What follows belongs to an exercise in optimizing a design on an open flow for small area and a short achievable clock period; a production flow would make more cautious choices. No functional check of the RTL was part of any run shown here. In run 1 the design's own scripts or RTL, not TritonCTS, make the clock network. The clock port is modelled as an ideal driver, which makes a skipped or thinned clock tree look cheaper than it is; a real chip needs a root buffer or a tree. Power figures rest on the tool's default switching activity, not on a simulated workload.

==> flow/design.v, too long to show whole: its modules and the start of the top module <==
// module mult_unsigned: 1395 lines
// module mult_pg: 4 lines
// module mult_booth_enc: 5 lines
// module mult_fa: 4 lines
// module mult_ha: 4 lines
module mult_unsigned (
	input clk, rst,
	input [15:0] A,
	input [23:0] B,
	output [39:0] result
);
  // ...
==> flow/flow/run.sh <==
#!/bin/bash
# Layout flow: the standard synthesis unchanged, then the standard ORFS
# steps with plain buffers on the ports and the setup-repair target below.
set -euo pipefail
bash standard.sh synth > synth.log 2>&1
sed -e 's/SETUP_SLACK_MARGIN=[-0-9.]*/SETUP_SLACK_MARGIN=5.58/' standard.sh > layout.sh
export BUFFER_PORTS_ARGS="-buffer_cell sky130_fd_sc_hd__buf_1"
export PRE_CTS_TCL=$(pwd)/flow/manual_cts.tcl MCTS_LEAVES=12 MCTS_ROOTS=4 MCTS_CLASSES='r2:sky130_fd_sc_hd__dlygate4sd3_1+sky130_fd_sc_hd__dlygate4sd1_1 r3:sky130_fd_sc_hd__dlygate4sd3_1+sky130_fd_sc_hd__dlygate4sd3_1' REMOVE_ABC_BUFFERS=1
bash layout.sh finish > layout.log 2>&1
==> flow/flow/manual_cts.tcl <==
# Two-level clock tree built by hand, in place of the flow's clock tree
# synthesis: the clock port drives a few root buffers; each root buffer drives
# the leaf buffers of its region, and each leaf buffer drives one cluster of
# flip-flops (k-means on their positions). Every register gets the same two
# buffer stages; no register's clock is delayed on purpose.
proc mcts_kmeans {pts k} {
  # pts: list of {x y}; returns {assign cx cy counts}
  set n [llength $pts]
  set sorted [lsort -real -index 0 $pts]
  set cx {}; set cy {}
  for {set i 0} {$i < $k} {incr i} {
    set s [lindex $sorted [expr {int(($i + 0.5) * $n / $k)}]]
    lappend cx [lindex $s 0]; lappend cy [lindex $s 1]
  }
  for {set iter 0} {$iter < 40} {incr iter} {
    set sx [lrepeat $k 0.0]; set sy [lrepeat $k 0.0]; set sc [lrepeat $k 0]
    set assign {}
    foreach s $pts {
      set best 0; set bd 1e30
      for {set i 0} {$i < $k} {incr i} {
        set d [expr {abs([lindex $s 0] - [lindex $cx $i]) + abs([lindex $s 1] - [lindex $cy $i])}]
        if {$d < $bd} { set bd $d; set best $i }
      }
      lappend assign $best
      lset sx $best [expr {[lindex $sx $best] + [lindex $s 0]}]
      lset sy $best [expr {[lindex $sy $best] + [lindex $s 1]}]
      lset sc $best [expr {[lindex $sc $best] + 1}]
    }
    for {set i 0} {$i < $k} {incr i} {
      if {[lindex $sc $i] > 0} {
        lset cx $i [expr {[lindex $sx $i] / [lindex $sc $i]}]
        lset cy $i [expr {[lindex $sy $i] / [lindex $sc $i]}]
      }
    }
  }
  return [list $assign $cx $cy $sc]
}

# capacity-limited assignment of points to centres (nearest first), with the
# centres moved to their points' mean, repeated
proc mcts_balance {pts cx cy cap} {
  set n [llength $pts]
  set k [llength $cx]
  for {set iter 0} {$iter < 10} {incr iter} {
    set pairs {}
    for {set l 0} {$l < $n} {incr l} {
      set p [lindex $pts $l]
      for {set r 0} {$r < $k} {incr r} {
        lappend pairs [list [expr {abs([lindex $p 0] - [lindex $cx $r]) + abs([lindex $p 1] - [lindex $cy $r])}] $l $r]
      }
    }
    set assign [lrepeat $n -1]
    set sc [lrepeat $k 0]
    foreach pr [lsort -real -index 0 $pairs] {
      lassign $pr d l r
      if {[lindex $assign $l] >= 0 || [lindex $sc $r] >= $cap} { continue }
      lset assign $l $r
      lset sc $r [expr {[lindex $sc $r] + 1}]
    }
    set sx [lrepeat $k 0.0]; set sy [lrepeat $k 0.0]
    for {set l 0} {$l < $n} {incr l} {
      set r [lindex $assign $l]
      lset sx $r [expr {[lindex $sx $r] + [lindex $pts $l 0]}]
      lset sy $r [expr {[lindex $sy $r] + [lindex $pts $l 1]}]
    }
    for {set r 0} {$r < $k} {incr r} {
      if {[lindex $sc $r] > 0} { lset cx $r [expr {[lindex $sx $r] / [lindex $sc $r]}]; lset cy $r [expr {[lindex $sy $r] / [lindex $sc $r]}] }
    }
  }
  return [list $assign $cx $cy $sc]
}

proc mcts_build {nleaf nroot} {
  set block [ord::get_db_block]
  set db [ord::get_db]
  set clknet [[$block findBTerm clk] getNet]
  set master [$db findMaster sky130_fd_sc_hd__clkbuf_16]
  set lmaster $master
  if {[info exists ::env(MCTS_LEAF_CELL)]} { set lmaster [$db findMaster $::env(MCTS_LEAF_CELL)] }
  # register classes: "prefix:cell+cell ..." puts the named delay cells in
  # front of the leaf buffers of the registers whose names start with prefix
  set classes {{"" {}}}
  if {[info exists ::env(MCTS_CLASSES)]} {
    foreach c $::env(MCTS_CLASSES) {
      lassign [split $c :] pre chain
      lappend classes [list $pre [split $chain +]]
    }
  }
  set sinks {}
  foreach it [$clknet getITerms] {
    set inst [$it getInst]
    set name [$inst getName]
    set cls 0
    for {set c 1} {$c < [llength $classes]} {incr c} {
      if {[string match "[lindex $classes $c 0]*" $name]} { set cls $c; break }
    }
    set loc [$inst getLocation]
    set m [$inst getMaster]
    lappend sinks [list $it $cls [expr {[lindex $loc 0] + [$m getWidth] / 2}] [expr {[lindex $loc 1] + [$m getHeight] / 2}]]
  }
  set n [llength $sinks]
  set cap [expr {int(ceil(double($n) / $nleaf))}]
  # leaf clusters, class by class
  set leaves {}
  set sink_leaf {}
  for {set c 0} {$c < [llength $classes]} {incr c} {
    set pts {}; set its {}
    foreach s $sinks {
      if {[lindex $s 1] == $c} { lappend pts [lrange $s 2 3]; lappend its [lindex $s 0] }
    }
    if {[llength $pts] == 0} { continue }
    set k [expr {max(1, int(ceil(double([llength $pts]) / $cap)))}]
    lassign [mcts_kmeans $pts $k] assign cx cy sc
    lassign [mcts_balance $pts $cx $cy [expr {int(ceil(double([llength $pts]) / $k))}]] assign cx cy sc
    set base [llength $leaves]
    for {set i 0} {$i < $k} {incr i} { lappend leaves [list [lindex $cx $i] [lindex $cy $i] $c [lindex $sc $i]] }
    set j 0
    foreach it $its { lappend sink_leaf [list $it [expr {$base + [lindex $assign $j]}]]; incr j }
  }
  set nl [llength $leaves]
  set lpts {}
  foreach l $leaves { lappend lpts [lrange $l 0 1] }
  lassign [mcts_kmeans $lpts $nroot] rassign rcx rcy rsc
  lassign [mcts_balance $lpts $rcx $rcy [expr {int(ceil(double($nl) / $nroot))}]] rassign rcx rcy rsc
  set rootnets {}
  for {set r 0} {$r < $nroot} {incr r} {
    if {[lindex $rsc $r] == 0} { lappend rootnets {}; continue }
    set root [odb::dbInst_create $block $master mcts_root_$r]
    $root setLocation [expr {int([lindex $rcx $r])}] [expr {int([lindex $rcy $r])}]
    $root setPlacementStatus PLACED
    [$root findITerm A] connect $clknet
    set rnet [odb::dbNet_create $block mcts_root_net_$r]
    $rnet setSigType CLOCK
    [$root findITerm X] connect $rnet
    lappend rootnets $rnet
  }
  set leafnets {}
  for {set i 0} {$i < $nl} {incr i} {
    lassign [lindex $leaves $i] x y c cnt
    set x [expr {int($x)}]; set y [expr {int($y)}]
    set drv [lindex $rootnets [lindex $rassign $i]]
    set d 0
    foreach cell [lindex $classes $c 1] {
      set dl [odb::dbInst_create $block [$db findMaster $cell] mcts_dly_${i}_$d]
      $dl setLocation $x $y
      $dl setPlacementStatus PLACED
      [$dl findITerm A] connect $drv
      set dnet [odb::dbNet_create $block mcts_dly_net_${i}_$d]
      $dnet setSigType CLOCK
      [$dl findITerm X] connect $dnet
      set drv $dnet
      incr d
    }
    set leaf [odb::dbInst_create $block $lmaster mcts_leaf_$i]
    $leaf setLocation $x $y
    $leaf setPlacementStatus PLACED
    [$leaf findITerm A] connect $drv
    set lnet [odb::dbNet_create $block mcts_leaf_net_$i]
    $lnet setSigType CLOCK
    [$leaf findITerm X] connect $lnet
    lappend leafnets $lnet
  }
  foreach sl $sink_leaf {
    set it [lindex $sl 0]
    $it disconnect
    $it connect [lindex $leafnets [lindex $sl 1]]
  }
  puts "manual clock tree: $n sinks, $nl leaf buffers, $nroot root buffers $rsc, classes $classes"
}

set mcts_leaves 10
set mcts_roots 3
if {[info exists ::env(MCTS_LEAVES)]} { set mcts_leaves $::env(MCTS_LEAVES) }
if {[info exists ::env(MCTS_ROOTS)]} { set mcts_roots $::env(MCTS_ROOTS) }
mcts_build $mcts_leaves $mcts_roots
set_propagated_clock [all_clocks]
# the tree is built: the flow's clock_tree_synthesis call becomes a no-op
rename clock_tree_synthesis mcts_orig_clock_tree_synthesis
proc clock_tree_synthesis {args} { puts "clock_tree_synthesis skipped: manual clock tree" }
==> flow/standard.sh <==
#!/bin/bash
# synth_recipe.tcl (not shown) runs the flow's synth.tcl, then flattens the netlist and writes it again
# the make line also repeats each setting of config.mk as NAME=value (left out here)
make -C /OpenROAD-flow-scripts/flow DESIGN_CONFIG=/design/flow/config.mk WORK_HOME=/design/flow/orfs CLKGATE_MAP_FILE= SYNTH_SCRIPT=/design/flow/synth_recipe.tcl "${@:-finish}"
==> flow/config.mk <==
export PLATFORM = sky130hd
export DESIGN_NAME = mult_unsigned
export DESIGN_NICKNAME = mult_unsigned
export VERILOG_FILES = /design/flow/design.v
export SDC_FILE = /design/flow/constraint.sdc
export NUM_CORES = 4
export LEC_CHECK = 0
export CAP_MARGIN = 20
export CORE_MARGIN = 2
export CORE_UTILIZATION = 40
export SETUP_SLACK_MARGIN = 5
export SLEW_MARGIN = 20
export SYNTH_HIERARCHICAL = 1
export SYNTH_MINIMUM_KEEP_SIZE = 0
==> flow/constraint.sdc <==
create_clock -name core_clock -period 8.0 [get_ports {clk}]
set_input_delay 1.6000 -clock core_clock [delete_from_list [all_inputs] [get_ports {clk}]]
set_output_delay 1.6000 -clock core_clock [all_outputs]
set_load 0.01 [all_outputs]
==> flow_summary.yaml, run 1 <==
route:
  drc: 0
  topRoutingLayerUsed: "met5"
  dr.pass1.iters: 6
  wl_met1_um: 16400
power_and_ir_drop:
  p_clk_mw: 0.825
  vdd_ir_drop_max_uv: 214
  power_frac_clock_pct: 13.5
  switchingPower_mw: 2.32
sta:
  finClkSkew_ns: 1.15
  slew_headroom_pct: 39.1
  rsz0062_at_grt: "true"
  whs_ns: 0.0642
logic_synthesis:
  yosys.area_share.simple_pct: 5.27
  avgSynthCellArea_sq_um: 11.7
  yosys-top-cells-count: "xnor2_1 (219), dfxtp_1 (199), a22oi_1 (184)"
  ys_types: 42
  synth_xor_area_share_pct: 13.7
  synthMuxAreaShare_pct: 0
  synth_edf_count: 0
  yosysTopAreaCell: "dfxtp_1"
layout:
  multi_input_gates: 863
  fin_util_pct: 50.9
  layout_common_cells: "xnor2_1 (200), dfxtp_1 (167), a22oi_1 (158)"
  drive_gt1_share_pct: 26.6
  final_common_cell: "xnor2_1"
  seq_share_pct: 28.4
  top_register: "r2"
floorplanning:
  core.rowCount: 69
  die_h_um: 195
  tapCellCount: 461
global_route:
  grt_max_degree: 45
  grt_pass1_wl_um: 60900
  grt-busiest-layer: "met2"
  gr-usage-met2_pct: 32.6
setup_path:
  crit_chain: "a22oi_1 > xnor2_1 > fa_2 > fa_2 > fa_1 > fa_2"
  rrSetupSlack_ns: 5.28
  slowest_delay_ns: 0.88
  cp.depth: 6
min_path:
  whs_path_depth: 2
placement:
  place.gp.congestion: 0.866
  pre_cts_slack_ns: 3.92
  placed_cells: 1693
outcome:
  status: "no timing/DRC/antenna violations"
clock_network:
  hold_buffers: 1
==> run 2: changes to the inputs <==
--- a/flow/design.v
+++ b/flow/design.v
@@ -1,25 +1,27 @@
 module mult_unsigned (
 	input clk, rst,
 	input [15:0] A,
 	input [23:0] B,
 	output [39:0] result
 );
 reg [23:0] rb;
-reg [15:0] ra;
+reg [7:0] r_one, r_two, r_neg;
+reg r_a15;
 reg [78:0] r2;
 reg [39:0] r3, r4, r5;
 reg [3:0] v;
-wire [16:0] ax = {ra, 1'b0};
-wire [7:0] r_one, r_two, r_neg;
-wire r_a15 = ra[15];
+wire [16:0] ax = {A, 1'b0};
+wire [7:0] e_one, e_two, e_neg;
 genvar gi;
 generate for (gi = 0; gi < 8; gi = gi + 1) begin : enc
-	mult_booth_enc u_enc (.a(ax[2*gi+2:2*gi]), .one(r_one[gi]), .two(r_two[gi]), .neg(r_neg[gi]));
+	assign e_one[gi] = ax[2*gi+1] ^ ax[2*gi];
+	assign e_two[gi] = (ax[2*gi+2] & ~ax[2*gi+1] & ~ax[2*gi]) | (~ax[2*gi+2] & ax[2*gi+1] & ax[2*gi]);
+	assign e_neg[gi] = ax[2*gi+2];
 end endgenerate
 wire pp1;
 wire pp2;
 wire pp3;
 wire pp4;
 wire pp5;
 wire pp6;
 wire pp7;
@@ -545,122 +547,122 @@
 wire s527;
 wire c528;
 wire s529;
 wire c530;
 wire s531;
 wire c532;
 wire s533;
 wire c534;
-wire s535;
-wire c536;
-wire s537;
-wire c538;
+wire h535;
+wire s536;
+wire c537;
+wire h538;
 wire s539;
 wire c540;
-wire s541;
-wire c542;
-wire s543;
-wire c544;
+wire h541;
+wire s542;
+wire c543;
+wire h544;
 wire s545;
 wire c546;
-wire s547;
-wire c548;
-wire s549;
-wire c550;
+wire h547;
+wire s548;
+wire c549;
+wire h550;
 wire s551;
 wire c552;
-wire s553;
-wire c554;
-wire s555;
-wire c556;
+wire h553;
+wire s554;
+wire c555;
+wire h556;
 wire s557;
 wire c558;
-wire s559;
-wire c560;
-wire s561;
-wire c562;
+wire h559;
+wire s560;
+wire c561;
+wire h562;
 wire s563;
 wire c564;
-wire s565;
-wire c566;
-wire s567;
-wire c568;
+wire h565;
+wire s566;
+wire c567;
+wire h568;
 wire s569;
 wire c570;
-wire s571;
-wire c572;
-wire s573;
-wire c574;
+wire h571;
+wire s572;
+wire c573;
+wire h574;
 wire s575;
 wire c576;
-wire s577;
-wire c578;
-wire s579;
-wire c580;
+wire h577;
+wire s578;
+wire c579;
+wire h580;
 wire s581;
 wire c582;
-wire s583;
-wire c584;
-wire s585;
-wire c586;
+wire h583;
+wire s584;
+wire c585;
+wire h586;
 wire s587;
 wire c588;
-wire s589;
-wire c590;
-wire s591;
-wire c592;
+wire h589;
+wire s590;
+wire c591;
+wire h592;
 wire s593;
 wire c594;
-wire s595;
-wire c596;
-wire s597;
-wire c598;
+wire h595;
+wire s596;
+wire c597;
+wire h598;
 wire s599;
 wire c600;
-wire s601;
-wire c602;
-wire s603;
-wire c604;
-wire g605;
-wire p606;
-wire g607;
-wire p608;
-wire g609;
-wire p610;
-wire g611;
-wire p612;
-wire g613;
-wire p614;
-wire g615;
-wire p616;
-wire g617;
-wire p618;
-wire g619;
-wire p620;
-wire g621;
-wire p622;
-wire g623;
-wire p624;
-wire g625;
-wire p626;
-wire g627;
-wire p628;
-wire g629;
-wire p630;
-wire g631;
-wire p632;
-wire g633;
-wire p634;
-wire g635;
-wire p636;
-wire g637;
-wire p638;
-wire g639;
-wire p640;
+wire h601;
+wire s602;
+wire c603;
+wire h604;
+wire s605;
+wire c606;
+wire h607;
+wire s608;
+wire c609;
+wire h610;
+wire s611;
+wire c612;
+wire h613;
+wire s614;
+wire c615;
+wire h616;
+wire s617;
+wire c618;
+wire h619;
+wire s620;
+wire c621;
+wire h622;
+wire s623;
+wire c624;
+wire h625;
+wire s626;
+wire c627;
+wire h628;
+wire s629;
+wire c630;
+wire h631;
+wire s632;
+wire c633;
+wire h634;
+wire s635;
+wire c636;
+wire h637;
+wire s638;
+wire c639;
+wire h640;
 wire g641;
 wire p642;
 wire g643;
 wire p644;
 wire g645;
 wire p646;
 wire g647;
 wire p648;
@@ -696,120 +698,212 @@
 wire p678;
 wire g679;
 wire p680;
 wire g681;
 wire p682;
 wire g683;
 wire p684;
 wire g685;
-wire g686;
-wire p687;
-wire g688;
-wire p689;
-wire g690;
-wire p691;
-wire g692;
-wire p693;
-wire g694;
-wire p695;
-wire g696;
-wire p697;
-wire g698;
-wire p699;
-wire g700;
-wire p701;
-wire g702;
-wire p703;
-wire g704;
-wire p705;
-wire g706;
-wire p707;
-wire g708;
-wire p709;
-wire g710;
-wire p711;
-wire g712;
-wire p713;
-wire g714;
-wire p715;
-wire g716;
-wire p717;
-wire g718;
-wire p719;
-wire g720;
-wire p721;
+wire p686;
+wire g687;
+wire p688;
+wire g689;
+wire p690;
+wire g691;
+wire p692;
+wire g693;
+wire p694;
+wire g695;
+wire p696;
+wire g697;
+wire p698;
+wire g699;
+wire p700;
+wire g701;
+wire p702;
+wire g703;
+wire p704;
+wire g705;
+wire p706;
+wire g707;
+wire p708;
+wire g709;
+wire p710;
+wire g711;
+wire p712;
+wire g713;
+wire p714;
+wire g715;
+wire p716;
+wire g717;
+wire p718;
+wire g719;
+wire p720;
+wire g721;
 wire g722;
 wire p723;
 wire g724;
-wire g725;
-wire p726;
-wire g727;
-wire p728;
-wire g729;
-wire p730;
-wire g731;
-wire p732;
-wire g733;
-wire p734;
-wire g735;
-wire p736;
-wire g737;
-wire p738;
-wire g739;
-wire p740;
-wire g741;
-wire p742;
-wire g743;
+wire p725;
+wire g726;
+wire p727;
+wire g728;
+wire p729;
+wire g730;
+wire p731;
+wire g732;
+wire p733;
+wire g734;
+wire p735;
+wire g736;
+wire p737;
+wire g738;
+wire p739;
+wire g740;
+wire p741;
+wire g742;
+wire p743;
 wire g744;
 wire p745;
 wire g746;
 wire p747;
 wire g748;
 wire p749;
 wire g750;
 wire p751;
 wire g752;
-wire g753;
-wire p754;
-wire g755;
+wire p753;
+wire g754;
+wire p755;
 wire g756;
-wire g757;
+wire p757;
 wire g758;
-wire g759;
+wire p759;
 wire g760;
 wire g761;
 wire g762;
-wire g763;
+wire p763;
 wire g764;
-wire g765;
+wire p765;
 wire g766;
-wire g767;
+wire p767;
 wire g768;
-wire g769;
+wire p769;
 wire g770;
-wire g771;
+wire p771;
 wire g772;
-wire g773;
+wire p773;
 wire g774;
-wire g775;
+wire p775;
 wire g776;
-wire g777;
+wire p777;
 wire g778;
-wire g779;
+wire p779;
 wire g780;
-wire g781;
+wire p781;
 wire g782;
-wire g783;
+wire p783;
 wire g784;
-wire g785;
+wire p785;
 wire g786;
-wire g787;
+wire p787;
 wire g788;
-wire g789;
+wire p789;
+wire g790;
+wire p791;
+wire g792;
+wire p793;
+wire g794;
+wire p795;
+wire g796;
+wire p797;
+wire g798;
+wire g799;
+wire g800;
+wire g801;
+wire g802;
+wire p803;
+wire g804;
+wire p805;
+wire g806;
+wire p807;
+wire g808;
+wire p809;
+wire g810;
+wire p811;
+wire g812;
+wire p813;
+wire g814;
+wire p815;
+wire g816;
+wire p817;
+wire g818;
+wire p819;
+wire g820;
+wire p821;
+wire g822;
+wire p823;
+wire g824;
+wire p825;
+wire g826;
+wire p827;
+wire g828;
+wire p829;
+wire g830;
+wire p831;
+wire g832;
+wire p833;
+wire g834;
+wire g835;
+wire g836;
+wire g837;
+wire g838;
+wire g839;
+wire g840;
+wire g841;
+wire g842;
+wire p843;
+wire g844;
+wire p845;
+wire g846;
+wire p847;
+wire g848;
+wire p849;
+wire g850;
+wire p851;
+wire g852;
+wire p853;
+wire g854;
+wire p855;
+wire g856;
+wire p857;
+wire g858;
+wire g859;
+wire g860;
+wire g861;
+wire g862;
+wire g863;
+wire g864;
+wire g865;
+wire g866;
+wire g867;
+wire g868;
+wire g869;
+wire g870;
+wire g871;
+wire g872;
+wire g873;
+wire g874;
+wire g875;
+wire g876;
+wire g877;
+wire g878;
+wire g879;
+wire g880;
+wire g881;
 assign pp1 = ((r_one[0] & rb[0])) ^ r_neg[0];
 assign pp2 = ((r_one[0] & rb[1]) | (r_two[0] & rb[0])) ^ r_neg[0];
 assign pp3 = ((r_one[0] & rb[2]) | (r_two[0] & rb[1])) ^ r_neg[0];
 assign pp4 = ((r_one[0] & rb[3]) | (r_two[0] & rb[2])) ^ r_neg[0];
 assign pp5 = ((r_one[0] & rb[4]) | (r_two[0] & rb[3])) ^ r_neg[0];
 assign pp6 = ((r_one[0] & rb[5]) | (r_two[0] & rb[4])) ^ r_neg[0];
 assign pp7 = ((r_one[0] & rb[6]) | (r_two[0] & rb[5])) ^ r_neg[0];
 assign pp8 = ((r_one[0] & rb[7]) | (r_two[0] & rb[6])) ^ r_neg[0];
@@ -1186,204 +1280,335 @@
 mult_fa u139 (.a(c446), .b(s449), .c(s451), .s(s517), .co(c518));
 mult_fa u140 (.a(s453), .b(c450), .c(s455), .s(s519), .co(c520));
 mult_fa u141 (.a(pp203), .b(c454), .c(c456), .s(s521), .co(c522));
 mult_fa u142 (.a(pp180), .b(pp204), .c(s459), .s(s523), .co(c524));
 mult_fa u143 (.a(i239), .b(pp181), .c(pp205), .s(s525), .co(c526));
 mult_fa u144 (.a(ns182), .b(pp230), .c(pp229), .s(s527), .co(c528));
 mult_ha u145 (.a(r_neg[1]), .b(pp3), .s(s529), .co(c530));
 mult_ha u146 (.a(pp4), .b(pp28), .s(s531), .co(c532));
-mult_fa u147 (.a(pp29), .b(pp53), .c(s461), .s(s533), .co(c534));
-mult_fa u148 (.a(pp54), .b(c462), .c(s463), .s(s535), .co(c536));
-mult_fa u149 (.a(c464), .b(s349), .c(s465), .s(s537), .co(c538));
-mult_fa u150 (.a(c466), .b(s351), .c(s467), .s(s539), .co(c540));
-mult_fa u151 (.a(s355), .b(c468), .c(s469), .s(s541), .co(c542));
-mult_fa u152 (.a(s359), .b(c470), .c(s471), .s(s543), .co(c544));
-mult_fa u153 (.a(c472), .b(s363), .c(s473), .s(s545), .co(c546));
-mult_fa u154 (.a(c474), .b(s367), .c(s475), .s(s547), .co(c548));
-mult_fa u155 (.a(s371), .b(c476), .c(s477), .s(s549), .co(c550));
-mult_fa u156 (.a(s375), .b(c478), .c(s479), .s(s551), .co(c552));
-mult_fa u157 (.a(s379), .b(c480), .c(s481), .s(s553), .co(c554));
-mult_fa u158 (.a(s383), .b(c482), .c(s483), .s(s555), .co(c556));
-mult_fa u159 (.a(s387), .b(c484), .c(s485), .s(s557), .co(c558));
-mult_fa u160 (.a(s391), .b(c486), .c(s487), .s(s559), .co(c560));
-mult_fa u161 (.a(s395), .b(c488), .c(s489), .s(s561), .co(c562));
-mult_fa u162 (.a(s399), .b(c490), .c(s491), .s(s563), .co(c564));
-mult_fa u163 (.a(s403), .b(c492), .c(s493), .s(s565), .co(c566));
-mult_fa u164 (.a(s407), .b(c494), .c(s495), .s(s567), .co(c568));
-mult_fa u165 (.a(s411), .b(c496), .c(s497), .s(s569), .co(c570));
-mult_fa u166 (.a(s415), .b(c498), .c(s499), .s(s571), .co(c572));
-mult_fa u167 (.a(s419), .b(c500), .c(s501), .s(s573), .co(c574));
-mult_fa u168 (.a(s423), .b(c502), .c(s503), .s(s575), .co(c576));
-mult_fa u169 (.a(s427), .b(c504), .c(s505), .s(s577), .co(c578));
-mult_fa u170 (.a(s431), .b(c506), .c(s507), .s(s579), .co(c580));
-mult_fa u171 (.a(s435), .b(c508), .c(s509), .s(s581), .co(c582));
-mult_fa u172 (.a(s439), .b(c510), .c(s511), .s(s583), .co(c584));
-mult_fa u173 (.a(s443), .b(c512), .c(s513), .s(s585), .co(c586));
-mult_fa u174 (.a(c444), .b(c514), .c(s515), .s(s587), .co(c588));
-mult_fa u175 (.a(c448), .b(s517), .c(c516), .s(s589), .co(c590));
-mult_fa u176 (.a(c452), .b(s519), .c(c518), .s(s591), .co(c592));
-mult_fa u177 (.a(s457), .b(s521), .c(c520), .s(s593), .co(c594));
-mult_fa u178 (.a(c458), .b(c522), .c(s523), .s(s595), .co(c596));
-mult_fa u179 (.a(c460), .b(s525), .c(c524), .s(s597), .co(c598));
-mult_fa u180 (.a(pp206), .b(s527), .c(c526), .s(s599), .co(c600));
-mult_fa u181 (.a(i240), .b(pp207), .c(c528), .s(s601), .co(c602));
-mult_fa u182 (.a(ns208), .b(pp232), .c(pp231), .s(s603), .co(c604));
-mult_pg u183 (.a(r2[0]), .b(r2[1]), .p(p606), .g(g605));
-mult_pg u184 (.a(r2[2]), .b(1'b0), .p(p608), .g(g607));
-mult_pg u185 (.a(r2[3]), .b(r2[4]), .p(p610), .g(g609));
-mult_pg u186 (.a(r2[5]), .b(r2[6]), .p(p612), .g(g611));
-mult_pg u187 (.a(r2[7]), .b(r2[8]), .p(p614), .g(g613));
-mult_pg u188 (.a(r2[9]), .b(r2[10]), .p(p616), .g(g615));
-mult_pg u189 (.a(r2[11]), .b(r2[12]), .p(p618), .g(g617));
-mult_pg u190 (.a(r2[13]), .b(r2[14]), .p(p620), .g(g619));
-mult_pg u191 (.a(r2[15]), .b(r2[16]), .p(p622), .g(g621));
-mult_pg u192 (.a(r2[17]), .b(r2[18]), .p(p624), .g(g623));
-mult_pg u193 (.a(r2[19]), .b(r2[20]), .p(p626), .g(g625));
-mult_pg u194 (.a(r2[21]), .b(r2[22]), .p(p628), .g(g627));
-mult_pg u195 (.a(r2[23]), .b(r2[24]), .p(p630), .g(g629));
-mult_pg u196 (.a(r2[25]), .b(r2[26]), .p(p632), .g(g631));
-mult_pg u197 (.a(r2[27]), .b(r2[28]), .p(p634), .g(g633));
-mult_pg u198 (.a(r2[29]), .b(r2[30]), .p(p636), .g(g635));
-mult_pg u199 (.a(r2[31]), .b(r2[32]), .p(p638), .g(g637));
-mult_pg u200 (.a(r2[33]), .b(r2[34]), .p(p640), .g(g639));
-mult_pg u201 (.a(r2[35]), .b(r2[36]), .p(p642), .g(g641));
-mult_pg u202 (.a(r2[37]), .b(r2[38]), .p(p644), .g(g643));
-mult_pg u203 (.a(r2[39]), .b(r2[40]), .p(p646), .g(g645));
-mult_pg u204 (.a(r2[41]), .b(r2[42]), .p(p648), .g(g647));
-mult_pg u205 (.a(r2[43]), .b(r2[44]), .p(p650), .g(g649));
-mult_pg u206 (.a(r2[45]), .b(r2[46]), .p(p652), .g(g651));
-mult_pg u207 (.a(r2[47]), .b(r2[48]), .p(p654), .g(g653));
-mult_pg u208 (.a(r2[49]), .b(r2[50]), .p(p656), .g(g655));
-mult_pg u209 (.a(r2[51]), .b(r2[52]), .p(p658), .g(g657));
-mult_pg u210 (.a(r2[53]), .b(r2[54]), .p(p660), .g(g659));
-mult_pg u211 (.a(r2[55]), .b(r2[56]), .p(p662), .g(g661));
-mult_pg u212 (.a(r2[57]), .b(r2[58]), .p(p664), .g(g663));
-mult_pg u213 (.a(r2[59]), .b(r2[60]), .p(p666), .g(g665));
-mult_pg u214 (.a(r2[61]), .b(r2[62]), .p(p668), .g(g667));
-mult_pg u215 (.a(r2[63]), .b(r2[64]), .p(p670), .g(g669));
-mult_pg u216 (.a(r2[65]), .b(r2[66]), .p(p672), .g(g671));
-mult_pg u217 (.a(r2[67]), .b(r2[68]), .p(p674), .g(g673));
-mult_pg u218 (.a(r2[69]), .b(r2[70]), .p(p676), .g(g675));
-mult_pg u219 (.a(r2[71]), .b(r2[72]), .p(p678), .g(g677));
-mult_pg u220 (.a(r2[73]), .b(r2[74]), .p(p680), .g(g679));
-mult_pg u221 (.a(r2[75]), .b(r2[76]), .p(p682), .g(g681));
-mult_pg u222 (.a(r2[77]), .b(r2[78]), .p(p684), .g(g683));
-assign g685 = g607 | (p608 & g605);
-assign g686 = g611 | (p612 & g609);
-assign p687 = p612 & p610;
-assign g688 = g615 | (p616 & g613);
-assign p689 = p616 & p614;
-assign g690 = g619 | (p620 & g617);
-assign p691 = p620 & p618;
-assign g692 = g623 | (p624 & g621);
-assign p693 = p624 & p622;
-assign g694 = g627 | (p628 & g625);
-assign p695 = p628 & p626;
-assign g696 = g631 | (p632 & g629);
-assign p697 = p632 & p630;
-assign g698 = g635 | (p636 & g633);
-assign p699 = p636 & p634;
-assign g700 = g639 | (p640 & g637);
-assign p701 = p640 & p638;
-assign g702 = g643 | (p644 & g641);
-assign p703 = p644 & p642;
-assign g704 = g647 | (p648 & g645);
-assign p705 = p648 & p646;
-assign g706 = g651 | (p652 & g649);
-assign p707 = p652 & p650;
-assign g708 = g655 | (p656 & g653);
-assign p709 = p656 & p654;
-assign g710 = g659 | (p660 & g657);
-assign p711 = p660 & p658;
-assign g712 = g663 | (p664 & g661);
-assign p713 = p664 & p662;
-assign g714 = g667 | (p668 & g665);
-assign p715 = p668 & p666;
-assign g716 = g671 | (p672 & g669);
-assign p717 = p672 & p670;
-assign g718 = g675 | (p676 & g673);
-assign p719 = p676 & p674;
-assign g720 = g679 | (p680 & g677);
-assign p721 = p680 & p678;
-assign g722 = g683 | (p684 & g681);
-assign p723 = p684 & p682;
-assign g724 = g686 | (p687 & g685);
-assign g725 = g690 | (p691 & g688);
-assign p726 = p691 & p689;
-assign g727 = g694 | (p695 & g692);
-assign p728 = p695 & p693;
-assign g729 = g698 | (p699 & g696);
-assign p730 = p699 & p697;
-assign g731 = g702 | (p703 & g700);
-assign p732 = p703 & p701;
-assign g733 = g706 | (p707 & g704);
-assign p734 = p707 & p705;
-assign g735 = g710 | (p711 & g708);
-assign p736 = p711 & p709;
-assign g737 = g714 | (p715 & g712);
-assign p738 = p715 & p713;
-assign g739 = g718 | (p719 & g716);
-assign p740 = p719 & p717;
-assign g741 = g722 | (p723 & g720);
-assign p742 = p723 & p721;
-assign g743 = g725 | (p726 & g724);
-assign g744 = g729 | (p730 & g727);
-assign p745 = p730 & p728;
-assign g746 = g733 | (p734 & g731);
-assign p747 = p734 & p732;
-assign g748 = g737 | (p738 & g735);
-assign p749 = p738 & p736;
-assign g750 = g741 | (p742 & g739);
-assign p751 = p742 & p740;
-assign g752 = g744 | (p745 & g743);
-assign g753 = g748 | (p749 & g746);
-assign p754 = p749 & p747;
-assign g755 = g753 | (p754 & g752);
-assign g756 = g746 | (p747 & g752);
-assign g757 = g750 | (p751 & g755);
-assign g758 = g727 | (p728 & g743);
-assign g759 = g731 | (p732 & g752);
-assign g760 = g735 | (p736 & g756);
-assign g761 = g739 | (p740 & g755);
-assign g762 = g688 | (p689 & g724);
-assign g763 = g692 | (p693 & g743);
-assign g764 = g696 | (p697 & g758);
-assign g765 = g700 | (p701 & g752);
-assign g766 = g704 | (p705 & g759);
-assign g767 = g708 | (p709 & g756);
-assign g768 = g712 | (p713 & g760);
-assign g769 = g716 | (p717 & g755);
-assign g770 = g720 | (p721 & g761);
-assign g771 = g609 | (p610 & g685);
-assign g772 = g613 | (p614 & g724);
-assign g773 = g617 | (p618 & g762);
-assign g774 = g621 | (p622 & g743);
-assign g775 = g625 | (p626 & g763);
-assign g776 = g629 | (p630 & g758);
-assign g777 = g633 | (p634 & g764);
-assign g778 = g637 | (p638 & g752);
-assign g779 = g641 | (p642 & g765);
-assign g780 = g645 | (p646 & g759);
-assign g781 = g649 | (p650 & g766);
-assign g782 = g653 | (p654 & g756);
-assign g783 = g657 | (p658 & g767);
-assign g784 = g661 | (p662 & g760);
-assign g785 = g665 | (p666 & g768);
-assign g786 = g669 | (p670 & g755);
-assign g787 = g673 | (p674 & g769);
-assign g788 = g677 | (p678 & g761);
-assign g789 = g681 | (p682 & g770);
+mult_xor2 u147 (.a(pp29), .b(pp53), .s(h535));
+mult_xor2 u148 (.a(h535), .b(s461), .s(s533));
+mult_maj3 u149 (.a(pp29), .b(pp53), .c(s461), .co(c534));
+mult_xor2 u150 (.a(pp54), .b(c462), .s(h538));
+mult_xor2 u151 (.a(h538), .b(s463), .s(s536));
+mult_maj3 u152 (.a(pp54), .b(c462), .c(s463), .co(c537));
+mult_xor2 u153 (.a(c464), .b(s349), .s(h541));
+mult_xor2 u154 (.a(h541), .b(s465), .s(s539));
+mult_maj3 u155 (.a(c464), .b(s349), .c(s465), .co(c540));
+mult_xor2 u156 (.a(c466), .b(s351), .s(h544));
+mult_xor2 u157 (.a(h544), .b(s467), .s(s542));
+mult_maj3 u158 (.a(c466), .b(s351), .c(s467), .co(c543));
+mult_xor2 u159 (.a(s355), .b(c468), .s(h547));
+mult_xor2 u160 (.a(h547), .b(s469), .s(s545));
+mult_maj3 u161 (.a(s355), .b(c468), .c(s469), .co(c546));
+mult_xor2 u162 (.a(s359), .b(c470), .s(h550));
+mult_xor2 u163 (.a(h550), .b(s471), .s(s548));
+mult_maj3 u164 (.a(s359), .b(c470), .c(s471), .co(c549));
+mult_xor2 u165 (.a(c472), .b(s363), .s(h553));
+mult_xor2 u166 (.a(h553), .b(s473), .s(s551));
+mult_maj3 u167 (.a(c472), .b(s363), .c(s473), .co(c552));
+mult_xor2 u168 (.a(c474), .b(s367), .s(h556));
+mult_xor2 u169 (.a(h556), .b(s475), .s(s554));
+mult_maj3 u170 (.a(c474), .b(s367), .c(s475), .co(c555));
+mult_xor2 u171 (.a(s371), .b(c476), .s(h559));
+mult_xor2 u172 (.a(h559), .b(s477), .s(s557));
+mult_maj3 u173 (.a(s371), .b(c476), .c(s477), .co(c558));
+mult_xor2 u174 (.a(s375), .b(c478), .s(h562));
+mult_xor2 u175 (.a(h562), .b(s479), .s(s560));
+mult_maj3 u176 (.a(s375), .b(c478), .c(s479), .co(c561));
+mult_xor2 u177 (.a(s379), .b(c480), .s(h565));
+mult_xor2 u178 (.a(h565), .b(s481), .s(s563));
+mult_maj3 u179 (.a(s379), .b(c480), .c(s481), .co(c564));
+mult_xor2 u180 (.a(s383), .b(c482), .s(h568));
+mult_xor2 u181 (.a(h568), .b(s483), .s(s566));
+mult_maj3 u182 (.a(s383), .b(c482), .c(s483), .co(c567));
+mult_xor2 u183 (.a(s387), .b(c484), .s(h571));
+mult_xor2 u184 (.a(h571), .b(s485), .s(s569));
+mult_maj3 u185 (.a(s387), .b(c484), .c(s485), .co(c570));
+mult_xor2 u186 (.a(s391), .b(c486), .s(h574));
+mult_xor2 u187 (.a(h574), .b(s487), .s(s572));
+mult_maj3 u188 (.a(s391), .b(c486), .c(s487), .co(c573));
+mult_xor2 u189 (.a(s395), .b(c488), .s(h577));
+mult_xor2 u190 (.a(h577), .b(s489), .s(s575));
+mult_maj3 u191 (.a(s395), .b(c488), .c(s489), .co(c576));
+mult_xor2 u192 (.a(s399), .b(c490), .s(h580));
+mult_xor2 u193 (.a(h580), .b(s491), .s(s578));
+mult_maj3 u194 (.a(s399), .b(c490), .c(s491), .co(c579));
+mult_xor2 u195 (.a(s403), .b(c492), .s(h583));
+mult_xor2 u196 (.a(h583), .b(s493), .s(s581));
+mult_maj3 u197 (.a(s403), .b(c492), .c(s493), .co(c582));
+mult_xor2 u198 (.a(s407), .b(c494), .s(h586));
+mult_xor2 u199 (.a(h586), .b(s495), .s(s584));
+mult_maj3 u200 (.a(s407), .b(c494), .c(s495), .co(c585));
+mult_xor2 u201 (.a(s411), .b(c496), .s(h589));
+mult_xor2 u202 (.a(h589), .b(s497), .s(s587));
+mult_maj3 u203 (.a(s411), .b(c496), .c(s497), .co(c588));
+mult_xor2 u204 (.a(s415), .b(c498), .s(h592));
+mult_xor2 u205 (.a(h592), .b(s499), .s(s590));
+mult_maj3 u206 (.a(s415), .b(c498), .c(s499), .co(c591));
+mult_xor2 u207 (.a(s419), .b(c500), .s(h595));
+mult_xor2 u208 (.a(h595), .b(s501), .s(s593));
+mult_maj3 u209 (.a(s419), .b(c500), .c(s501), .co(c594));
+mult_xor2 u210 (.a(s423), .b(c502), .s(h598));
+mult_xor2 u211 (.a(h598), .b(s503), .s(s596));
+mult_maj3 u212 (.a(s423), .b(c502), .c(s503), .co(c597));
+mult_xor2 u213 (.a(s427), .b(c504), .s(h601));
+mult_xor2 u214 (.a(h601), .b(s505), .s(s599));
+mult_maj3 u215 (.a(s427), .b(c504), .c(s505), .co(c600));
+mult_xor2 u216 (.a(s431), .b(c506), .s(h604));
+mult_xor2 u217 (.a(h604), .b(s507), .s(s602));
+mult_maj3 u218 (.a(s431), .b(c506), .c(s507), .co(c603));
+mult_xor2 u219 (.a(s435), .b(c508), .s(h607));
+mult_xor2 u220 (.a(h607), .b(s509), .s(s605));
+mult_maj3 u221 (.a(s435), .b(c508), .c(s509), .co(c606));
+mult_xor2 u222 (.a(s439), .b(c510), .s(h610));
+mult_xor2 u223 (.a(h610), .b(s511), .s(s608));
+mult_maj3 u224 (.a(s439), .b(c510), .c(s511), .co(c609));
+mult_xor2 u225 (.a(s443), .b(c512), .s(h613));
+mult_xor2 u226 (.a(h613), .b(s513), .s(s611));
+mult_maj3 u227 (.a(s443), .b(c512), .c(s513), .co(c612));
+mult_xor2 u228 (.a(c444), .b(c514), .s(h616));
+mult_xor2 u229 (.a(h616), .b(s515), .s(s614));
+mult_maj3 u230 (.a(c444), .b(c514), .c(s515), .co(c615));
+mult_xor2 u231 (.a(c448), .b(s517), .s(h619));
+mult_xor2 u232 (.a(h619), .b(c516), .s(s617));
+mult_maj3 u233 (.a(c448), .b(s517), .c(c516), .co(c618));
+mult_xor2 u234 (.a(c452), .b(s519), .s(h622));
+mult_xor2 u235 (.a(h622), .b(c518), .s(s620));
+mult_maj3 u236 (.a(c452), .b(s519), .c(c518), .co(c621));
+mult_xor2 u237 (.a(s457), .b(s521), .s(h625));
+mult_xor2 u238 (.a(h625), .b(c520), .s(s623));
+mult_maj3 u239 (.a(s457), .b(s521), .c(c520), .co(c624));
+mult_xor2 u240 (.a(c458), .b(c522), .s(h628));
+mult_xor2 u241 (.a(h628), .b(s523), .s(s626));
+mult_maj3 u242 (.a(c458), .b(c522), .c(s523), .co(c627));
+mult_xor2 u243 (.a(c460), .b(s525), .s(h631));
+mult_xor2 u244 (.a(h631), .b(c524), .s(s629));
+mult_maj3 u245 (.a(c460), .b(s525), .c(c524), .co(c630));
+mult_xor2 u246 (.a(pp206), .b(s527), .s(h634));
+mult_xor2 u247 (.a(h634), .b(c526), .s(s632));
+mult_maj3 u248 (.a(pp206), .b(s527), .c(c526), .co(c633));
+mult_xor2 u249 (.a(i240), .b(pp207), .s(h637));
+mult_xor2 u250 (.a(h637), .b(c528), .s(s635));
+mult_maj3 u251 (.a(i240), .b(pp207), .c(c528), .co(c636));
+mult_xor2 u252 (.a(ns208), .b(pp232), .s(h640));
+mult_xor2 u253 (.a(h640), .b(pp231), .s(s638));
+mult_maj3 u254 (.a(ns208), .b(pp232), .c(pp231), .co(c639));
+mult_pg u255 (.a(r2[0]), .b(r2[1]), .p(p642), .g(g641));
+mult_pg u256 (.a(r2[2]), .b(1'b0), .p(p644), .g(g643));
+mult_pg u257 (.a(r2[3]), .b(r2[4]), .p(p646), .g(g645));
+mult_pg u258 (.a(r2[5]), .b(r2[6]), .p(p648), .g(g647));
+mult_pg u259 (.a(r2[7]), .b(r2[8]), .p(p650), .g(g649));
+mult_pg u260 (.a(r2[9]), .b(r2[10]), .p(p652), .g(g651));
+mult_pg u261 (.a(r2[11]), .b(r2[12]), .p(p654), .g(g653));
+mult_pg u262 (.a(r2[13]), .b(r2[14]), .p(p656), .g(g655));
+mult_pg u263 (.a(r2[15]), .b(r2[16]), .p(p658), .g(g657));
+mult_pg u264 (.a(r2[17]), .b(r2[18]), .p(p660), .g(g659));
+mult_pg u265 (.a(r2[19]), .b(r2[20]), .p(p662), .g(g661));
+mult_pg u266 (.a(r2[21]), .b(r2[22]), .p(p664), .g(g663));
+mult_pg u267 (.a(r2[23]), .b(r2[24]), .p(p666), .g(g665));
+mult_pg u268 (.a(r2[25]), .b(r2[26]), .p(p668), .g(g667));
+mult_pg u269 (.a(r2[27]), .b(r2[28]), .p(p670), .g(g669));
+mult_pg u270 (.a(r2[29]), .b(r2[30]), .p(p672), .g(g671));
+mult_pg u271 (.a(r2[31]), .b(r2[32]), .p(p674), .g(g673));
+mult_pg u272 (.a(r2[33]), .b(r2[34]), .p(p676), .g(g675));
+mult_pg u273 (.a(r2[35]), .b(r2[36]), .p(p678), .g(g677));
+mult_pg u274 (.a(r2[37]), .b(r2[38]), .p(p680), .g(g679));
+mult_pg u275 (.a(r2[39]), .b(r2[40]), .p(p682), .g(g681));
+mult_pg u276 (.a(r2[41]), .b(r2[42]), .p(p684), .g(g683));
+mult_pg u277 (.a(r2[43]), .b(r2[44]), .p(p686), .g(g685));
+mult_pg u278 (.a(r2[45]), .b(r2[46]), .p(p688), .g(g687));
+mult_pg u279 (.a(r2[47]), .b(r2[48]), .p(p690), .g(g689));
+mult_pg u280 (.a(r2[49]), .b(r2[50]), .p(p692), .g(g691));
+mult_pg u281 (.a(r2[51]), .b(r2[52]), .p(p694), .g(g693));
+mult_pg u282 (.a(r2[53]), .b(r2[54]), .p(p696), .g(g695));
+mult_pg u283 (.a(r2[55]), .b(r2[56]), .p(p698), .g(g697));
+mult_pg u284 (.a(r2[57]), .b(r2[58]), .p(p700), .g(g699));
+mult_pg u285 (.a(r2[59]), .b(r2[60]), .p(p702), .g(g701));
+mult_pg u286 (.a(r2[61]), .b(r2[62]), .p(p704), .g(g703));
+mult_pg u287 (.a(r2[63]), .b(r2[64]), .p(p706), .g(g705));
+mult_pg u288 (.a(r2[65]), .b(r2[66]), .p(p708), .g(g707));
+mult_pg u289 (.a(r2[67]), .b(r2[68]), .p(p710), .g(g709));
+mult_pg u290 (.a(r2[69]), .b(r2[70]), .p(p712), .g(g711));
+mult_pg u291 (.a(r2[71]), .b(r2[72]), .p(p714), .g(g713));
+mult_pg u292 (.a(r2[73]), .b(r2[74]), .p(p716), .g(g715));
+mult_pg u293 (.a(r2[75]), .b(r2[76]), .p(p718), .g(g717));
+mult_pg u294 (.a(r2[77]), .b(r2[78]), .p(p720), .g(g719));
+assign g721 = g643 | (p644 & g641);
+assign g722 = g647 | (p648 & g645);
+assign p723 = p648 & p646;
+assign g724 = g651 | (p652 & g649);
+assign p725 = p652 & p650;
+assign g726 = g655 | (p656 & g653);
+assign p727 = p656 & p654;
+assign g728 = g659 | (p660 & g657);
+assign p729 = p660 & p658;
+assign g730 = g663 | (p664 & g661);
+assign p731 = p664 & p662;
+assign g732 = g667 | (p668 & g665);
+assign p733 = p668 & p666;
+assign g734 = g671 | (p672 & g669);
+assign p735 = p672 & p670;
+assign g736 = g675 | (p676 & g673);
+assign p737 = p676 & p674;
+assign g738 = g679 | (p680 & g677);
+assign p739 = p680 & p678;
+assign g740 = g683 | (p684 & g681);
+assign p741 = p684 & p682;
+assign g742 = g687 | (p688 & g685);
+assign p743 = p688 & p686;
+assign g744 = g691 | (p692 & g689);
+assign p745 = p692 & p690;
+assign g746 = g695 | (p696 & g693);
+assign p747 = p696 & p694;
+assign g748 = g699 | (p700 & g697);
+assign p749 = p700 & p698;
+assign g750 = g703 | (p704 & g701);
+assign p751 = p704 & p702;
+assign g752 = g707 | (p708 & g705);
+assign p753 = p708 & p706;
+assign g754 = g711 | (p712 & g709);
+assign p755 = p712 & p710;
+assign g756 = g715 | (p716 & g713);
+assign p757 = p716 & p714;
+assign g758 = g719 | (p720 & g717);
+assign p759 = p720 & p718;
+assign g760 = g645 | (p646 & g721);
+assign g761 = g722 | (p723 & g721);
+assign g762 = g653 | (p654 & g724);
+assign p763 = p654 & p725;
+assign g764 = g726 | (p727 & g724);
+assign p765 = p727 & p725;
+assign g766 = g661 | (p662 & g728);
+assign p767 = p662 & p729;
+assign g768 = g730 | (p731 & g728);
+assign p769 = p731 & p729;
+assign g770 = g669 | (p670 & g732);
+assign p771 = p670 & p733;
+assign g772 = g734 | (p735 & g732);
+assign p773 = p735 & p733;
+assign g774 = g677 | (p678 & g736);
+assign p775 = p678 & p737;
+assign g776 = g738 | (p739 & g736);
+assign p777 = p739 & p737;
+assign g778 = g685 | (p686 & g740);
+assign p779 = p686 & p741;
+assign g780 = g742 | (p743 & g740);
+assign p781 = p743 & p741;
+assign g782 = g693 | (p694 & g744);
+assign p783 = p694 & p745;
+assign g784 = g746 | (p747 & g744);
+assign p785 = p747 & p745;
+assign g786 = g701 | (p702 & g748);
+assign p787 = p702 & p749;
+assign g788 = g750 | (p751 & g748);
+assign p789 = p751 & p749;
+assign g790 = g709 | (p710 & g752);
+assign p791 = p710 & p753;
+assign g792 = g754 | (p755 & g752);
+assign p793 = p755 & p753;
+assign g794 = g717 | (p718 & g756);
+assign p795 = p718 & p757;
+assign g796 = g758 | (p759 & g756);
+assign p797 = p759 & p757;
+assign g798 = g649 | (p650 & g761);
+assign g799 = g724 | (p725 & g761);
+assign g800 = g762 | (p763 & g761);
+assign g801 = g764 | (p765 & g761);
+assign g802 = g665 | (p666 & g768);
+assign p803 = p666 & p769;
+assign g804 = g732 | (p733 & g768);
+assign p805 = p733 & p769;
+assign g806 = g770 | (p771 & g768);
+assign p807 = p771 & p769;
+assign g808 = g772 | (p773 & g768);
+assign p809 = p773 & p769;
+assign g810 = g681 | (p682 & g776);
+assign p811 = p682 & p777;
+assign g812 = g740 | (p741 & g776);
+assign p813 = p741 & p777;
+assign g814 = g778 | (p779 & g776);
+assign p815 = p779 & p777;
+assign g816 = g780 | (p781 & g776);
+assign p817 = p781 & p777;
+assign g818 = g697 | (p698 & g784);
+assign p819 = p698 & p785;
+assign g820 = g748 | (p749 & g784);
+assign p821 = p749 & p785;
+assign g822 = g786 | (p787 & g784);
+assign p823 = p787 & p785;
+assign g824 = g788 | (p789 & g784);
+assign p825 = p789 & p785;
+assign g826 = g713 | (p714 & g792);
+assign p827 = p714 & p793;
+assign g828 = g756 | (p757 & g792);
+assign p829 = p757 & p793;
+assign g830 = g794 | (p795 & g792);
+assign p831 = p795 & p793;
+assign g832 = g796 | (p797 & g792);
+assign p833 = p797 & p793;
+assign g834 = g657 | (p658 & g801);
+assign g835 = g728 | (p729 & g801);
+assign g836 = g766 | (p767 & g801);
+assign g837 = g768 | (p769 & g801);
+assign g838 = g802 | (p803 & g801);
+assign g839 = g804 | (p805 & g801);
+assign g840 = g806 | (p807 & g801);
+assign g841 = g808 | (p809 & g801);
+assign g842 = g689 | (p690 & g816);
+assign p843 = p690 & p817;
+assign g844 = g744 | (p745 & g816);
+assign p845 = p745 & p817;
+assign g846 = g782 | (p783 & g816);
+assign p847 = p783 & p817;
+assign g848 = g784 | (p785 & g816);
+assign p849 = p785 & p817;
+assign g850 = g818 | (p819 & g816);
+assign p851 = p819 & p817;
+assign g852 = g820 | (p821 & g816);
+assign p853 = p821 & p817;
+assign g854 = g822 | (p823 & g816);
+assign p855 = p823 & p817;
+assign g856 = g824 | (p825 & g816);
+assign p857 = p825 & p817;
+assign g858 = g673 | (p674 & g841);
+assign g859 = g736 | (p737 & g841);
+assign g860 = g774 | (p775 & g841);
+assign g861 = g776 | (p777 & g841);
+assign g862 = g810 | (p811 & g841);
+assign g863 = g812 | (p813 & g841);
+assign g864 = g814 | (p815 & g841);
+assign g865 = g816 | (p817 & g841);
+assign g866 = g842 | (p843 & g841);
+assign g867 = g844 | (p845 & g841);
+assign g868 = g846 | (p847 & g841);
+assign g869 = g848 | (p849 & g841);
+assign g870 = g850 | (p851 & g841);
+assign g871 = g852 | (p853 & g841);
+assign g872 = g854 | (p855 & g841);
+assign g873 = g856 | (p857 & g841);
+assign g874 = g705 | (p706 & g873);
+assign g875 = g752 | (p753 & g873);
+assign g876 = g790 | (p791 & g873);
+assign g877 = g792 | (p793 & g873);
+assign g878 = g826 | (p827 & g873);
+assign g879 = g828 | (p829 & g873);
+assign g880 = g830 | (p831 & g873);
+assign g881 = g832 | (p833 & g873);
 wire [39:0] sx = {r2[77], r2[75], r2[73], r2[71], r2[69], r2[67], r2[65], r2[63], r2[61], r2[59], r2[57], r2[55], r2[53], r2[51], r2[49], r2[47], r2[45], r2[43], r2[41], r2[39], r2[37], r2[35], r2[33], r2[31], r2[29], r2[27], r2[25], r2[23], r2[21], r2[19], r2[17], r2[15], r2[13], r2[11], r2[9], r2[7], r2[5], r2[3], r2[2], r2[0]};
 wire [39:0] sy = {r2[78], r2[76], r2[74], r2[72], r2[70], r2[68], r2[66], r2[64], r2[62], r2[60], r2[58], r2[56], r2[54], r2[52], r2[50], r2[48], r2[46], r2[44], r2[42], r2[40], r2[38], r2[36], r2[34], r2[32], r2[30], r2[28], r2[26], r2[24], r2[22], r2[20], r2[18], r2[16], r2[14], r2[12], r2[10], r2[8], r2[6], r2[4], 1'b0, r2[1]};
-wire [39:0] prod = {(p684 ^ g789), (p682 ^ g770), (p680 ^ g788), (p678 ^ g761), (p676 ^ g787), (p674 ^ g769), (p672 ^ g786), (p670 ^ g755), (p668 ^ g785), (p666 ^ g768), (p664 ^ g784), (p662 ^ g760), (p660 ^ g783), (p658 ^ g767), (p656 ^ g782), (p654 ^ g756), (p652 ^ g781), (p650 ^ g766), (p648 ^ g780), (p646 ^ g759), (p644 ^ g779), (p642 ^ g765), (p640 ^ g778), (p638 ^ g752), (p636 ^ g777), (p634 ^ g764), (p632 ^ g776), (p630 ^ g758), (p628 ^ g775), (p626 ^ g763), (p624 ^ g774), (p622 ^ g743), (p620 ^ g773), (p618 ^ g762), (p616 ^ g772), (p614 ^ g724), (p612 ^ g771), (p610 ^ g685), (p608 ^ g605), p606};
+wire [39:0] prod = {(p720 ^ g880), (p718 ^ g879), (p716 ^ g878), (p714 ^ g877), (p712 ^ g876), (p710 ^ g875), (p708 ^ g874), (p706 ^ g873), (p704 ^ g872), (p702 ^ g871), (p700 ^ g870), (p698 ^ g869), (p696 ^ g868), (p694 ^ g867), (p692 ^ g866), (p690 ^ g865), (p688 ^ g864), (p686 ^ g863), (p684 ^ g862), (p682 ^ g861), (p680 ^ g860), (p678 ^ g859), (p676 ^ g858), (p674 ^ g841), (p672 ^ g840), (p670 ^ g839), (p668 ^ g838), (p666 ^ g837), (p664 ^ g836), (p662 ^ g835), (p660 ^ g834), (p658 ^ g801), (p656 ^ g800), (p654 ^ g799), (p652 ^ g798), (p650 ^ g761), (p648 ^ g760), (p646 ^ g721), (p644 ^ g641), p642};
 always @(posedge clk) begin
 	rb <= B;
-	ra <= A;
-	r2 <= {s603, c602, s601, c600, s599, c598, s597, c596, s595, c594, s593, c592, s591, c590, s589, c588, s587, c586, s585, c584, s583, c582, s581, c580, s579, c578, s577, c576, s575, c574, s573, c572, s571, c570, s569, c568, s567, c566, s565, c564, s563, c562, s561, c560, s559, c558, s557, c556, s555, c554, s553, c552, s551, c550, s549, c548, s547, c546, s545, c544, s543, c542, s541, c540, s539, c538, s537, c536, s535, c534, s533, c532, s531, c530, s529, pp27, pp2, pp1, r_neg[0]};
+	r_one <= e_one;
+	r_two <= e_two;
+	r_neg <= e_neg;
+	r_a15 <= A[15];
+	r2 <= {s638, c636, s635, c633, s632, c630, s629, c627, s626, c624, s623, c621, s620, c618, s617, c615, s614, c612, s611, c609, s608, c606, s605, c603, s602, c600, s599, c597, s596, c594, s593, c591, s590, c588, s587, c585, s584, c582, s581, c579, s578, c576, s575, c573, s572, c570, s569, c567, s566, c564, s563, c561, s560, c558, s557, c555, s554, c552, s551, c549, s548, c546, s545, c543, s542, c540, s539, c537, s536, c534, s533, c532, s531, c530, s529, pp27, pp2, pp1, r_neg[0]};
 	r3 <= prod;
 	r4 <= r3;
 end
 always @(posedge clk or posedge rst) begin
 	if (rst) begin
 		v <= 4'b0;
 		r5 <= 40'b0;
 	end else begin
@@ -1392,20 +1617,21 @@
 	end
 end
 assign result = r5;
 endmodule
 module mult_pg (input a, b, output p, g);
 assign p = a ^ b;
 assign g = a & b;
 endmodule
-module mult_booth_enc (input [2:0] a, output one, two, neg);
-assign one = a[1] ^ a[0];
-assign two = (a[2] & ~a[1] & ~a[0]) | (~a[2] & a[1] & a[0]);
-assign neg = a[2];
+module mult_xor2 (input a, b, output s);
+assign s = a ^ b;
+endmodule
+module mult_maj3 (input a, b, c, output co);
+assign co = (a & b) | (a & c) | (b & c);
 endmodule
 module mult_fa (input a, b, c, output s, co);
 assign s = a ^ b ^ c;
 assign co = (a & b) | (a & c) | (b & c);
 endmodule
 module mult_ha (input a, b, output s, co);
 assign s = a ^ b;
 assign co = a & b;
==> flow/flow/run.sh (replaced) <==
#!/bin/bash
# Layout flow: the standard synthesis unchanged, then the standard ORFS
# steps with plain buffers on the ports and the setup-repair target below.
set -euo pipefail
bash standard.sh synth > synth.log 2>&1
sed -e 's/SETUP_SLACK_MARGIN=[-0-9.]*/SETUP_SLACK_MARGIN=5.3/' standard.sh > layout.sh
export BUFFER_PORTS_ARGS="-buffer_cell sky130_fd_sc_hd__buf_1"

bash layout.sh finish > layout.log 2>&1
==> flow/config.mk (replaced) <==
export PLATFORM = sky130hd
export DESIGN_NAME = mult_unsigned
export DESIGN_NICKNAME = mult_unsigned
export VERILOG_FILES = /design/flow/design.v
export SDC_FILE = /design/flow/constraint.sdc
export NUM_CORES = 4
export LEC_CHECK = 0
export CAP_MARGIN = 20
export CORE_MARGIN = 2
export CORE_UTILIZATION = 40
export CTS_CLUSTER_DIAMETER = 100
export CTS_CLUSTER_SIZE = 30
export SETUP_SLACK_MARGIN = 5
export SLEW_MARGIN = 20
export SYNTH_HIERARCHICAL = 1
export SYNTH_MINIMUM_KEEP_SIZE = 0
removed: flow/flow/manual_cts.tcl
==> run 2 against run 1 <==
Still clean on timing, DRC and antenna; sequential share of layout area is 0.58 points lower; global-route usage grew 0.53 points; routed wire length rose by 7.1%; die area grew 2.7%; worst setup slack got worse by 0.29 ns; largest power group unchanged; highest routed layer is now met4.
==> flow_summary.yaml, run 2 <==
power_and_ir_drop:
  power_frac_comb_pct: 61.0
  power_frac_seq_pct: 28.6
  vdd_ir_drop_max_uv: 194
  switchingPower_mw: 2.63
  power_frac_clock_pct: 10.4
  pwr_density_cell_nw_per_um2: 354
  intPower_mw: 4.26
  p_leak_nw: 7.51
  p_sw_share_pct: 38.2
sta:
  fin_crit_ns: 3.01
  slew_headroom_pct: 56.0
  hold_violations: 0
  report.final.setup_viol: 0
  max_freq_mhz: 332
  fin_setup_tns_ns: 0
  slew_viol_final: 0
  worstMarginPinSlew_ns: 0.661
  finClkSkew_ns: 0.0192
  rsz0062_at_grt: "true"
  min_period_over_period_pct: 37.6
layout:
  finish.net_count: 1712
  largest_reg_flops: 79
  top_register: "r2"
  layout_common_cells: "xnor2_1 (167), dfxtp_1 (155), a22oi_2 (102)"
  fillCellCount: 3067
  finish.instance_area_sq_um: 19500
  final_common_cell: "xnor2_1"
  area_delta_synth_final_pct: 30.3
  num_antenna_cells: 0
  drive_gt1_share_pct: 37.9
setup_path:
  reg2regPathDepth: 11
  critical_path_class: "flop to flop"
  arrival_ns: 3.40
  cp-end-kind: "flop"
  r2r-start: "r2[28]"
  required_ns: 8.39
  cp_max_fo: 3
  start_kind: "flop"
  worstReg2RegEnd: "r3[31]"
  rrSetupSlack_ns: 4.99
logic_synthesis:
  yosysTopAreaCell: "dfxtp_1"
  synth_top_area_share_pct: 27.8
  async_reset_ff_share_pct: 17.5
  yosys-top-cells-count: "xnor2_1 (223), dfxtp_1 (207), a22oi_1 (185)"
  yosysMostFrequentCell: "xnor2_1"
  syn-cell-area_sq_um: 14900
  ys_seq_area_share_pct: 35.1
  synth-seq-cells: 251
  avgSynthCellArea_sq_um: 11.2
  ys_types: 43
  netlist_instances: 1331
  synth_edf_count: 0
  yosys_warnings: 7
  synth-main-ff-cell: "dfxtp_1"
  ys_top_cells_by_area: "dfxtp_1 (28%), fa_1 (18%), xnor2_1 (13%)"
run:
  max_cap_violations: 0
placement:
  placedInstanceArea_sq_um: 15700
  hpwl_um: 23400
  port-buffer-count: 81
  place.gp.congestion: 0.845
floorplanning:
  fp.dieW_um: 197
  ios: 82
  die_area_sq_um: 38900
  die_h_um: 197
  initial_core_util_pct: 40.7
  core.rowCount: 70
  core-area_sq_um: 36700
min_path:
  worstHoldStart: "r3[36]"
  hold-path-endpoint: "r4[36]"
  hp-class: "flop to flop"
  whs_path_depth: 0
outcome:
  status: "no timing/DRC/antenna violations"
route:
  ant_nets: 0
  drc: 0
  via_per_inst: 5.59
  drt_iter0_markers: 1073
  dr.pass1.iters: 6
  wl_per_cell_um: 22.1
  vias: 10900
  wl_um: 43200
clock_network:
  cts_max_path_buffers: 3
  cts.clk_slew.worst_paths_ns: 0.11
  cts_root_buf: "clkbuf_16"
  h-tree-depth: 1
  hold_buffers: 0
  clkSinkCount: 251
  clkLatencyLatePin_ns: 0.51
  cts_tree: "built"
  cts_made_buffers: 12
global_route:
  grt_pass1_vias: 11000
  track_usage_pct: 21.1
  antenna_found_initial: 0
  grt_overflow: 0
  grt_max_degree: 45
  grt_pass1_wl_um: 63100
run 2: cell count changes in the layout (fill, tap and decap cells not counted), moves of 32 or more:
cell     previous run  this run
a22oi_1           158        83
xor2_1              1        76
a22oi_2            27       102
xnor2_1           200       167
buf_4              48        80
fa_1               90        49
xnor2_2            19        56
maj3_2              0        35
run 2: final cells by class:
type	instances	area (sq um)	share of cell area, %
multi-input combinational	944	10700	54.8
sequential	251	5410	27.8
clock buffer	17	350	1.80
clock inverter	3	21.3	0.109
timing repair buffer	244	2330	12.0
inverter	25	93.8	0.482
tap	468	586	3.01
run 2: modules after synthesis, one instance, submodules excluded:
module	flops+latches	area [sq um]
mult_unsigned	251	10600
mult_fa	0	20.0
mult_ha	0	12.5
mult_pg	0	12.5
mult_maj3	0	11.3
mult_xor2	0	8.76
run 2: cells by family after synthesis:
| family | synth area share, % |
|---|---|
| buffers and inverters | 3.42 |
| flip-flops | 35.1 |
| XOR/XNOR | 18.1 |
| AO/OA/AOI/OAI | 12.2 |
| other | 0.0503 |
| AND/OR/NAND/NOR | 5.81 |
| adder cells (fa/ha/maj) | 25.4 |
run 2: power groups by stage:
| stage | Combinational [mW] | Sequential, mW | Clock [mW] |
|---|---|---|---|
| after floorplan | 2.67 | 1.94 | 0 |
| after global placement | 3.25 | 2.03 | 0 |
| after detailed placement | 3.30 | 2.03 | 0 |
| after CTS | 3.79 | 1.97 | 0.754 |
| after global routing | 4.60 | 2.02 | 0.792 |
| final | 4.20 | 1.97 | 0.717 |
run 2: metrics by stage:
step	setup WS [ns]	instances	hold slack, ns	total power [mW]	util (%)
floorplan	5.29	1331	0.310	4.61	-
global placement	4.53	1784	0.311	5.28	42.9
detailed placement	4.44	1784	0.312	5.33	42.9
CTS	4.98	1903	0.338	6.51	49.3
global route	4.86	1952	0.344	7.41	53.0
finish	4.99	1952	0.329	6.89	53.0
run 2: per-layer routing:
metal / wire (um) / up-vias / track usage (%) / share of wire [%]
met1: 18100 / 5351 / 29.1 / 42
li1: - / 4765 / - / -
met4: 2050 / 0 / 7.66 / 4.7
met2: 18800 / 632 / 32.5 / 44
met3: 4150 / 157 / 4.70 / 9.6
met5: 0 / - / 0 / 0
run 2: critical path, cell delays in order, from the launching register on:
cell,delay (ns)
dfxtp_2,0.35
ha_4,0.28
nand4_4,0.11
nor4_4,0.31
o211ai_1,0.30
buf_4,0.23
a211o_4,0.34
a2111oi_4,0.32
o21a_1,0.19
o21ai_2,0.07
a211o_1,0.27
xnor2_1,0.12
run 2: timing repair:
item	in CTS	in global routing
pin swaps	104	202
cloned	4	4
resized for setup	235	170
setup buffers	95	45
endpoints found under the setup margin	70	56
run 2: worst max-delay path by stage:
stage,from,to,slack [ns],cells past startpoint
after floorplan,rb[18],r2[45],5.29,8
after global placement,r_one[3],r2[33],4.53,6
after detailed placement,r_one[2],r2[45],4.44,6
after CTS,r2[28],r3[31],4.98,11
after global routing,r2[28],r3[31],4.86,11
final,r2[28],r3[31],4.99,11

==> re-timing with driven ports <==
The flow's constraints put no driver on any port. The routed layouts listed below were extracted and timed again, unchanged, in two steps. Step 1: set_driving_cell puts a clkbuf_16 on clk and a buf_2 on each other input, an assumption about the parent block. Step 2, shift: input delay + t, output delay - t, t = (earliest + latest rising clock arrival at the registers) / 2. This alone moves slack from input paths to output paths. a / b / c = no drivers / after step 1 / after step 2; a / b = the first two.
| run | t (ns) | setup slack, ns | latest minus earliest clock arrival (ns) | slew at the worst register clock pin (ns) | worst data-port slew with drivers (ns) |
|---|---|---|---|---|---|
| run 1 | 0.952 | 5.279 / 5.280 / 5.280 | 1.147 / 1.147 | 0.10 / 0.10 | 0.03 |
| run 2 | 0.544 | 4.988 / 4.988 / 4.988 | 0.020 / 0.020 | 0.11 / 0.11 | 0.04 |
Clock arrivals are far apart in run 1, so t is only a midpoint there and step 2 fits no single register.
